Context: an optimization exercise on an open-source flow, tuned for small area. The choices shown serve that exercise and are no tape-out recipe. RTL that was checked went through simulation tests only; none was proved equivalent to the original. Power is estimated from default activity; no workload was simulated.

==> run a: inputs <==
==> flow/design.v (excerpt) <==
module chan_ctrl
(
	input  wire clk,  
	input  wire rst_n,
	output wire [ 6:0] rd_addr,
	input  wire [31:0] rd_data,
	output wire [ 6:0] wr_addr,
	output wire [31:0] wr_data,
	output wire        wr_stb,
	input  wire        sync_stb,
	input  wire [31:0] ch_enas,
	output reg  [ 7:0] out_data,
	output wire        out_stb_addr,  
	output wire        out_stb_mix    
);
==> flow/config.mk <==
export PLATFORM = sky130hd
export DESIGN_NAME = chan_ctrl
export DESIGN_NICKNAME = chan_ctrl
export VERILOG_FILES = /design/flow/design.v
export SDC_FILE = /design/flow/constraint.sdc
export NUM_CORES = 4
export LEC_CHECK = 0
export CAP_MARGIN = 20
export CORE_MARGIN = 2
export CORE_UTILIZATION = 40
export SLEW_MARGIN = 20
==> flow/constraint.sdc <==
create_clock -name core_clock -period 5.0 [get_ports {clk}]
set_input_delay 1.0000 -clock core_clock [delete_from_list [all_inputs] [get_ports {clk}]]
set_output_delay 1.0000 -clock core_clock [all_outputs]
set_load 0.01 [all_outputs]
standard.sh (not shown) runs the stock make flow with config.mk's settings and CLKGATE_MAP_FILE= SYNTH_SCRIPT=/design/flow/synth_recipe.tcl, a recipe that flattens the netlist after the stock synthesis.
==> flow/flow/run.sh <==
#!/bin/bash
# Own layout flow: the standard synthesis and the standard ORFS layout steps,
# with port buffers of the smallest buffer cell and a clock tree of small
# clock buffers without dummy loads. Each tool's output goes to its own log.
set -euo pipefail
bash standard.sh synth > synth.log 2>&1
export BUFFER_PORTS_ARGS="-buffer_cell sky130_fd_sc_hd__buf_1"
export CTS_ARGS="-sink_clustering_enable -repair_clock_nets -dont_use_dummy_load -root_buf sky130_fd_sc_hd__clkbuf_4 -buf_list sky130_fd_sc_hd__clkbuf_4"
bash standard.sh finish > layout.log 2>&1
==> run b (differences from run a) <==
--- a/flow/design.v
+++ b/flow/design.v
@@ -11,21 +11,21 @@
 	input  wire [31:0] ch_enas,
 	output reg  [ 7:0] out_data,
 	output wire        out_stb_addr,  
 	output wire        out_stb_mix    
 );
-	localparam [4:0] W0  = 5'd0;   
+	localparam [4:0] W0  = 5'd10;   
 	localparam [4:0] W2  = 5'd1;
 	localparam [4:0] W3  = 5'd2;
-	localparam [4:0] B0  = 5'd3;   
+	localparam [4:0] B0  = 5'd8;   
 	localparam [4:0] B1  = 5'd4;
 	localparam [4:0] B3  = 5'd5;
 	localparam [4:0] BS  = 5'd6;   
-	localparam [4:0] O0  = 5'd7;   
-	localparam [4:0] O2  = 5'd8;
+	localparam [4:0] O0  = 5'd27;   
+	localparam [4:0] O2  = 5'd20;
 	localparam [4:0] A0  = 5'd9;   
-	localparam [4:0] A3  = 5'd10;
+	localparam [4:0] A3  = 5'd0;
 	localparam [4:0] SZ  = 5'd11;  
 	localparam [4:0] LP  = 5'd12;  
 	localparam [4:0] SV  = 5'd13;  
 	localparam [4:0] NE  = 5'd14;  
 	localparam [4:0] ND0 = 5'd15;  
@@ -70,15 +70,20 @@
 	wire s_offs = (st==O0) || (st==O2);
 	wire s_add  = (st==A0) || (st==A3);
 	wire s_size = (st==SZ);
 	wire s_loop = (st==LP);
 	wire s_save = (st==SV);
+	wire [4:0] ch_inc;
+	assign ch_inc[0] = s_next;
+	genvar ci;
+	generate
+	for( ci=1; ci<5; ci=ci+1 ) begin: chi
+		assign ch_inc[ci] = ch_inc[ci-1] & curr_ch[ci-1];
+	end
+	endgenerate
 	always @(posedge clk)
-	if( !rst_n )
-		curr_ch <= 5'd0;
-	else if( s_next )
-		curr_ch <= curr_ch + 5'd1;
+		curr_ch <= {5{rst_n}} & (curr_ch ^ ch_inc);
 	wire [12:0] lo;
 	wire [11:0] lo_g0 = offset[11:0] & rd_data[25:14];
 	wire [11:0] lo_p0 = offset[11:0] ^ rd_data[25:14];
 	wire [11:0] lo_g [0:4];
 	wire [11:0] lo_p [0:4];
@@ -131,40 +136,38 @@
 			end
 		end
 	end
 	endgenerate
 	assign hi = {hi_g[5][19], hi_p0 ^ {hi_g[5][18:0], cin}};
+	wire s_hw  = s_add || s_loop || s_save;
+	wire h_lo  = !(s_offs || s_add);
+	wire h_hi  = !(s_offs || s_hw);
 	always @(posedge clk)
-	if( s_offs )
-		offset <= rd_data;
-	else if( s_add )
-		offset <= {hi[19:0], lo[11:0]};
-	else if( s_loop || s_save )
-		offset[31:12] <= hi[19:0];
+	begin
+		offset[11:0]  <= ({12{s_offs}} & rd_data[11:0]) | ({12{s_add}} & lo[11:0]) | ({12{h_lo}} & offset[11:0]);
+		offset[31:12] <= ({20{s_offs}} & rd_data[31:12]) | ({20{s_hw}} & hi[19:0]) | ({20{h_hi}} & offset[31:12]);
+	end
 	always @(posedge clk)
-	if( s_add )
-		c12 <= lo[12];
+	begin
+		c12  <= (s_add & lo[12]) | (!s_add & c12);
+		flag <= (s_add & hi[20]) | (!s_add & (flag | (s_size & hi[20])));
+	end
+	wire s_ne   = (st==NE);
+	wire h_vol  = !(s_add || s_next);
+	wire h_vr   = !s_add;
+	wire h_b0   = !(s_size || s_ne);
+	wire h_b1   = !(s_loop || s_ne);
+	wire [5:0] vr_in = rd_data[5:0] ^ {6{rd_data[12]}};
+	wire [13:0] bsum = {base[13:12] + {1'b0, hi[20]}, hi[19:8]};
 	always @(posedge clk)
-	if( s_add )
-		flag <= hi[20];
-	else if( s_size )
-		flag <= flag | hi[20];
-	always @(posedge clk)
-	if( s_add )
 	begin
-		vol_l <= rd_data[11:6];
-		vol_r <= rd_data[5:0] ^ {6{rd_data[12]}};
+		vol_l       <= ({6{s_add}} & rd_data[11:6]) | ({6{s_next}} & offset[17:12]) | ({6{h_vol}} & vol_l);
+		vol_r[1:0]  <= ({2{s_add}} & vr_in[1:0]) | ({2{s_next}} & offset[19:18]) | ({2{h_vol}} & vol_r[1:0]);
+		vol_r[5:2]  <= ({4{s_add}} & vr_in[5:2]) | ({4{h_vr}} & vol_r[5:2]);
+		base[7:0]   <= ({8{s_size}} & rd_data[7:0]) | ({8{s_ne}} & bsum[7:0]) | ({8{h_b0}} & base[7:0]);
+		base[13:8]  <= ({6{s_loop}} & rd_data[5:0]) | ({6{s_ne}} & bsum[13:8]) | ({6{h_b1}} & base[13:8]);
 	end
-	else if( s_next )
-		{vol_r[1:0], vol_l} <= offset[19:12];
-	always @(posedge clk)
-	if( s_size )
-		base[7:0] <= rd_data[7:0];
-	else if( s_loop )
-		base[13:8] <= rd_data[5:0];
-	else if( st==NE )
-		base <= {base[13:12] + {1'b0, hi[20]}, hi[19:8]};
 	reg [1:0] ra;
 	always @*
 	case( st )
 	W2, O0, O2, ND0, ND2: ra = 2'd1;
 	A0, A3:               ra = 2'd2;
==> flow/flow/run.sh (replaced) <==
#!/bin/bash
# Own layout flow: the standard synthesis and the standard ORFS layout steps,
# with port buffers of the smallest buffer cell and a clock tree of small
# clock buffers without dummy loads. Each tool's output goes to its own log.
set -euo pipefail
bash standard.sh synth > synth.log 2>&1
export BUFFER_PORTS_ARGS="-buffer_cell sky130_fd_sc_hd__buf_1"
export CTS_ARGS="-sink_clustering_enable -repair_clock_nets -dont_use_dummy_load -root_buf sky130_fd_sc_hd__clkbuf_8 -buf_list "sky130_fd_sc_hd__clkbuf_4 sky130_fd_sc_hd__clkbuf_8""
bash standard.sh finish > layout.log 2>&1
--- a/flow/config.mk
+++ b/flow/config.mk
@@ -5,7 +5,7 @@
 export SDC_FILE = /design/flow/constraint.sdc
 export NUM_CORES = 4
 export LEC_CHECK = 0
 export CAP_MARGIN = 20
 export CORE_MARGIN = 2
-export CORE_UTILIZATION = 40
+export CORE_UTILIZATION = 65
 export SLEW_MARGIN = 20
==> run c (differences from run a) <==
==> flow/design.v (replaced) <==
module chan_ctrl
(
	input  wire clk,  
	input  wire rst_n,
	output wire [ 6:0] rd_addr,
	input  wire [31:0] rd_data,
	output wire [ 6:0] wr_addr,
	output wire [31:0] wr_data,
	output wire        wr_stb,
	input  wire        sync_stb,
	input  wire [31:0] ch_enas,
	output reg  [ 7:0] out_data,
	output wire        out_stb_addr,  
	output wire        out_stb_mix    
);
	localparam [4:0] W0  = 5'd0;   
	localparam [4:0] W2  = 5'd1;
	localparam [4:0] W3  = 5'd2;
	localparam [4:0] B0  = 5'd3;   
	localparam [4:0] B1  = 5'd4;
	localparam [4:0] B3  = 5'd5;
	localparam [4:0] BS  = 5'd6;   
	localparam [4:0] O0  = 5'd7;   
	localparam [4:0] O2  = 5'd8;
	localparam [4:0] A0  = 5'd9;   
	localparam [4:0] A3  = 5'd10;
	localparam [4:0] SZ  = 5'd11;  
	localparam [4:0] LP  = 5'd12;  
	localparam [4:0] SV  = 5'd13;  
	localparam [4:0] NE  = 5'd14;  
	localparam [4:0] ND0 = 5'd15;  
	localparam [4:0] ND2 = 5'd16;
	reg [4:0] st, next_st;
	reg [4:0] curr_ch;
	reg [31:0] offset;
	reg        flag;     
	reg [5:0]  vol_l;    
	reg [5:0]  vol_r;    
	reg [13:0] base;     
	wire ch_ena = ch_enas[curr_ch];
	wire last   = &curr_ch;
	always @*
	case( st )
	W0:  next_st = sync_stb ? B0 : W0;
	W2:  next_st = sync_stb ? B3 : W3;
	W3:  next_st = sync_stb ? B0 : W0;
	B0:  next_st = ch_ena ? O0 : ND0;
	B3:  next_st = ch_ena ? O0 : ND0;
	B1:  next_st = ch_ena ? O2 : ND2;
	BS:  next_st = W2;
	O0:  next_st = A0;
	O2:  next_st = A3;
	A0:  next_st = SZ;
	A3:  next_st = SZ;
	SZ:  next_st = LP;
	LP:  next_st = SV;
	SV:  next_st = NE;
	NE:  next_st = last ? BS : B1;
	ND0: next_st = last ? BS : B1;
	ND2: next_st = last ? BS : B1;
	default: next_st = W0;
	endcase
	always @(posedge clk)
	if( !rst_n )
		st <= W0;
	else
		st <= next_st;
	wire s_next = (st==NE) || (st==ND0) || (st==ND2);
	wire s_offs = (st==O0) || (st==O2);
	wire s_add  = (st==A0) || (st==A3);
	wire s_size = (st==SZ);
	wire s_loop = (st==LP);
	always @(posedge clk)
	if( !rst_n )
		curr_ch <= 5'd0;
	else if( s_next )
		curr_ch <= curr_ch + 5'd1;
	wire [12:0] lo = {1'b0, offset[11:0]} + {1'b0, rd_data[25:14]};
	reg  [19:0] bop;
	always @*
	if( s_add )
		bop = {14'd0, rd_data[31:26]};
	else if( s_size )
		bop = ~rd_data[27:8];
	else if( s_loop )
		bop = rd_data[27:8];
	else
		bop = {base[11:0], 8'd0};
	wire        cin = s_add ? lo[12] : s_size;
	wire [20:0] hi  = {1'b0, offset[31:12]} + {1'b0, bop} + {20'd0, cin};
	wire [1:0]  top = base[13:12] + {1'b0, hi[20]};
	always @(posedge clk)
	if( s_offs )
		offset <= rd_data;
	else if( s_add )
		offset <= {hi[19:0], lo[11:0]};
	else if( s_loop && flag )
		offset[31:12] <= hi[19:0];
	always @(posedge clk)
	if( s_add )
		flag <= hi[20];
	else if( s_size )
		flag <= flag | hi[20];
	always @(posedge clk)
	if( s_add )
	begin
		vol_l <= rd_data[11:6];
		vol_r <= rd_data[5:0] ^ {6{rd_data[12]}};
	end
	else if( s_next )
		{vol_r[1:0], vol_l} <= offset[19:12];
	always @(posedge clk)
	if( s_size )
		base[7:0] <= rd_data[7:0];
	else if( s_loop )
		base[13:8] <= rd_data[5:0];
	reg [1:0] ra;
	always @*
	case( st )
	W2, O0, O2, ND0, ND2: ra = 2'd1;
	A0, A3:               ra = 2'd2;
	SZ, LP, SV, NE:       ra = 2'd3;
	default:              ra = 2'd0;
	endcase
	assign rd_addr = {curr_ch, ra};
	assign wr_addr = {curr_ch, 2'd0};
	assign wr_data = offset;
	assign wr_stb  = (st==NE);
	assign out_stb_mix  = rst_n && ( (st==LP) || (st==SV) || (st==NE) );
	assign out_stb_addr = rst_n && ( (st==B1) || (st==BS) || (st==O2) || (st==ND2) ||
	                                 (st==W2) || (st==A3) || (st==B3) || (st==W3) );
	always @*
	case( st )
	LP:          out_data = offset[11:4];
	SV:          out_data = {2'd0, vol_l};
	NE:          out_data = {2'd0, vol_r};
	B1, BS:      out_data = {2'd0, top, hi[19:16]};
	O2, ND2, W2: out_data = hi[15:8];
	default:     out_data = {vol_r[1:0], vol_l};
	endcase
endmodule
==> flow/run.sh (new file) <==
#!/bin/bash
# synth_recipe.tcl (not shown) runs the flow's synth.tcl, then flattens the netlist and writes it again
# the make line also repeats each setting of config.mk as NAME=value (left out here)
make -C /OpenROAD-flow-scripts/flow DESIGN_CONFIG=/design/flow/config.mk WORK_HOME=/design/flow/orfs CLKGATE_MAP_FILE= SYNTH_SCRIPT=/design/flow/synth_recipe.tcl finish
removed: flow/flow/run.sh
removed: flow/standard.sh
==> comparison <==
- Global-route usage: run a is lower than run b (17 points).
- The highest clock power belongs to run c, the lowest to run a.
- Between run c and run b, the lower combinational power is in run c (gap 52%, measured against run b).
- Count of clock-buffer cells in the layout is the same in run b and run a.
- In run c the maximum frequency is lower than in run a, by 31%.
- Run b went through all stages and came out clean. Run a produced a clean layout. Run c finished but failed the layout checks on negative setup slack.
- Cell count, highest first: run c, run a, run b.
For run a and run c, only the layout was checked, not whether the RTL still works.

## port drivers added, routing unchanged
The flow's constraints put no driver on any port. The routed layouts listed below were extracted and timed again, unchanged, in two steps.
Step 1 assumes that a clkbuf_16 drives the clock port and a buf_2 every other input.
Step 2 times the ports against the registers' clock, not the clock port: input delays grow and output delays shrink by t, the midpoint of the rising clock arrivals with the driver on.
Three values: ideal, step 1, step 2; two values: the first two.
run	t (ns)	setup WS [ns]	hold WS [ns]	slew at the worst register clock pin (ns)	worst data-port slew with drivers (ns)
run a	0.479	0.441 / 0.441 / 0.441	0.564 / 0.564 / 0.564	0.12 / 0.12	0.06
run b	0.379	0.238 / 0.238 / 0.015	0.452 / 0.452 / 0.452	0.09 / 0.09	0.04
run c	0.379	-1.572 / -1.606 / -1.606	0.554 / 0.554 / 0.554	0.06 / 0.06	0.04
For run b, which loses most, drivers alone change the setup slack by 0.000 ns; drivers and shift together by -0.223 ns.
